What follows belongs to an exercise in optimizing a design on an open flow for small area and a short achievable clock period; a production flow would make more cautious choices.
Where RTL was checked, it was by simulation tests only, not by an equivalence proof against the original.

## fp16_alu
module fp16_alu (
  input  wire        clk,
  input  wire [1:0]  op,
  input  wire [15:0] a,
  input  wire [15:0] b,
  output wire [15:0] z
);
For scale: about 60 flip-flops, roughly 51 I/O pins, ~13000 um^2 of cells after synthesis.
export LEC_CHECK = 0
export ABC_AREA = 1
export CAP_MARGIN = 20
export CORE_MARGIN = 2
export CORE_UTILIZATION = 40
export PLACE_DENSITY = 0.6
export SLEW_MARGIN = 20
create_clock -name core_clock -period 23.0 [get_ports {clk}]
standard.sh (not shown) runs the stock make flow with config.mk's settings and CLKGATE_MAP_FILE= SYNTH_SCRIPT=/design/flow/synth_recipe.tcl, a recipe that flattens the netlist after the stock synthesis.
==> flow/flow/run.sh <==
#!/bin/bash
# Standard layout with two changes:
#  - timing repair aims for a setup slack of 15.5 ns, so that the achieved
#    clock period is short;
#  - the port buffers are the smallest buffer, buf_1 (repair may upsize them).
set -euo pipefail
export SETUP_SLACK_MARGIN=15.5
export BUFFER_PORTS_ARGS="-buffer_cell sky130_fd_sc_hd__buf_1"
bash standard.sh > standard_flow.log 2>&1
Change:
--- a/flow/design.v
+++ b/flow/design.v
@@ -1,20 +1,18 @@
 `timescale 1ns/1ps
 module fp_add (
   input  logic [15:0] iL,
   input  logic [15:0] iS,
   input  logic        hL,      
   input  logic        hS,      
   input  logic        eq,      
   input  logic [4:0]  rsv,     
-  input  logic [3:0]  tzS,     
-  input  logic [3:0]  lzS,     
   output logic        oS,
   output logic [4:0]  oE,
   output logic [9:0]  oM,
   output logic        oR
 );
   logic [4:0] eL, eS;
   logic [10:0] mL, mS;
   logic sL, sS;
   assign eL = iL[14:10];
   assign eS = iS[14:10];
@@ -26,26 +24,24 @@
   logic infL, infS;
   assign infL = &eL;
   assign infS = &eS;
   assign res_nan = (infL & infS & (sL ^ sS)) | (infL & |iL[9:0]) | (infS & |iS[9:0]);
   assign pos_inf = (infL & ~sL) | (infS & ~sS);
   assign infinite = infL | infS;
   logic far;
   assign far = rsv > 5'd12;
   logic [21:0] sh;
   assign sh = {mS, 11'b0} >> rsv[3:0];
-  logic S1;
-  assign S1 = (rsv == 5'd12) ? |mS[9:1] : ({1'b0, tzS} + 5'd3 <= rsv);
   logic [13:0] x1;
-  assign x1 = {sh[21:9], S1};
+  assign x1 = {sh[21:9], |sh[8:0]};
   logic X1s, X2s, eff_sub;
-  assign X1s = sS & (lzS != 4'd11) & ({1'b0, lzS} + rsv <= 5'd13);
+  assign X1s = sS & |sh[21:8];
   assign X2s = sL & |mL;
   assign eff_sub = X1s ^ X2s;
   logic [14:0] mag;
   assign mag = {1'b0, mL, 3'b0} + ({1'b0, x1} ^ {15{eff_sub}}) + {14'd0, eff_sub};
   logic sb1;
   assign sb1 = far ? sL : (X2s & ~(eff_sub & eq));
   logic [14:0] SUM;
   assign SUM = far ? {1'b0, mL, 3'b0} : mag;
   logic [3:0] LZ;
   always_comb begin
@@ -87,42 +83,50 @@
 endmodule
 `timescale 1ns/1ps
 module fp_mult (
   input  logic [15:0] iA,
   input  logic [15:0] iB,
   input  logic        hA,      
   input  logic        hB,      
   output logic        oS,
   output logic [4:0]  oE,
   output logic [9:0]  oM,
-  input  logic [3:0]  lzs,     
-  input  logic [3:0]  tzB,     
   output logic        oR
 );
   logic [4:0] eA, eB;
   assign eA = iA[14:10];
   assign eB = iB[14:10];
   logic [10:0] mA, mB;
   assign mA = {hA, iA[9:0]};
   assign mB = {hB, iB[9:0]};
   logic zero, res_nan, infA, infB;
   assign infA = &eA;
   assign infB = &eB;
-  assign zero = ~|iA[14:0] | ~|iB[14:0];
-  assign res_nan = (~|iA[14:0] & infB) | (~|iB[14:0] & infA) | (infA & |iA[9:0]) | (infB & |iB[9:0]);
+  assign zero = ~|iB[14:0] | ~hA;
+  assign res_nan = (~|iB[14:0] & infA) | (infA & |iA[9:0]) | (infB & |iB[9:0]);
   logic [21:0] P;
-  mul11 u_m (.a(mA), .b(mB), .p(P));
-  logic [3:0] tzA;
+  mul11 u_m (.a({1'b1, iA[9:0]}), .b(mB), .p(P));
+  logic [3:0] lzs;
+  always_comb begin
+    lzs = 4'd11;
+    for (int i = 0; i < 10; i++)
+      if (iB[i]) lzs = 4'(10 - i);
+    if (hB) lzs = 4'd0;
+  end
+  logic [3:0] tzA, tzB;
   always_comb begin
     tzA = 4'd11;
     for (int i = 10; i >= 0; i--)
       if (mA[i]) tzA = 4'(i);
+    tzB = 4'd11;
+    for (int i = 10; i >= 0; i--)
+      if (mB[i]) tzB = 4'(i);
   end
   logic [5:0] X;
   assign X = {1'b0, eA[4:1], eA[0] | ~hA} + {1'b0, eB[4:1], eB[0] | ~hB};
   logic [6:0] D;
   assign D = {1'b0, X} - {3'b0, lzs};
   logic lim;      
   assign lim = D[6] | (D < 7'd15);
   logic [4:0] u;
   assign u = lim ? 5'(6'd25 - X) : 5'(4'd10 - lzs);
   logic [31:0] pext, q;
@@ -612,34 +616,22 @@
   reg [1:0]  op_q;
   reg [15:0] l_q, s_q;
   reg        eq_q, maxl_q, hl_q, hs_q;
   reg [4:0]  rsv_q;
   reg        zs_q, r_q;
   reg [14:0] em_q;
   wire as, ar, ms, mr;
   wire [4:0] ae, me;
   wire [9:0] am, mm;
   wire [15:0] max_z = maxl_q ? l_q : s_q;
-  wire [10:0] m_s = {hs_q, s_q[9:0]};
-  reg [3:0] lz_s, tz_s;
-  always @* begin
-    lz_s = 4'd11;
-    for (int i = 0; i < 11; i++)
-      if (m_s[i]) lz_s = 4'(10 - i);
-    tz_s = 4'd11;
-    for (int i = 10; i >= 0; i--)
-      if (m_s[i]) tz_s = 4'(i);
-  end
-  fp_add  u_add (.iL(l_q), .iS(s_q), .hL(hl_q), .hS(hs_q), .eq(eq_q), .rsv(rsv_q),
-                 .tzS(tz_s), .lzS(lz_s), .oS(as), .oE(ae), .oM(am), .oR(ar));
-  fp_mult u_mul (.iA(l_q), .iB(s_q), .hA(hl_q), .hB(hs_q), .lzs(lz_s), .tzB(tz_s),
-                 .oS(ms), .oE(me), .oM(mm), .oR(mr));
+  fp_add  u_add (.iL(l_q), .iS(s_q), .hL(hl_q), .hS(hs_q), .eq(eq_q), .rsv(rsv_q), .oS(as), .oE(ae), .oM(am), .oR(ar));
+  fp_mult u_mul (.iA(l_q), .iB(s_q), .hA(hl_q), .hB(hs_q), .oS(ms), .oE(me), .oM(mm), .oR(mr));
   always @(posedge clk) begin
     op_q   <= op;
     l_q    <= l_in;
     s_q    <= s_in;
     eq_q   <= eq_in;
     maxl_q <= maxl_in;
     hl_q   <= hl_in;
     hs_q   <= hs_in;
     rsv_q  <= rsv_in;
     case (op_q)
After rerunning: Area after synthesis falls by 3.0%. Synthesized cell count falls by 2.7%. Routed wire length falls by 12%. Global-route usage falls by 2.2 points. Clock-buffer cell count falls by 1. Fmax rises by 1.4%. Flip-flop and latch count is unchanged. Via count falls by 5.6%. Hold slack loses 0.020 ns. Core utilization falls by 3.9 points.
No functional check of the RTL was part of the first run of this note.

-- afterwards: timing with drivers on the ports --
The flow's constraints put no driver on any port. The routed layouts listed below were extracted and timed again, unchanged, in two steps. Step 1 (the two cells are an assumption about what drives the block):
set clk [get_ports {clk}]
set_driving_cell -lib_cell sky130_fd_sc_hd__clkbuf_16 $clk
set_driving_cell -lib_cell sky130_fd_sc_hd__buf_2 [delete_from_list [all_inputs] $clk]
Step 2 moves the port delays by t, midway between the first and last clock arrival at a register: inputs arrive t later, outputs are due t later. That takes back most of the time a late clock gives input paths. Slacks: ideal ports / drivers / drivers and shift; pairs: ideal ports / drivers.
run | shift t [ns] | setup WS [ns] | worst setup path after step 2 | worst data-port slew with drivers (ns) | cell pins on the clock port's net
the first run | 0.393 | 15.810 / 15.810 / 15.564 | input to register | 0.04 | 1
the second run | 0.380 | 15.913 / 15.913 / 15.607 | input to register | 0.04 | 1
After both steps every run listed still meets setup and hold. For the second run, which loses most, drivers alone change the setup slack by 0.000 ns; drivers and shift together by -0.306 ns.
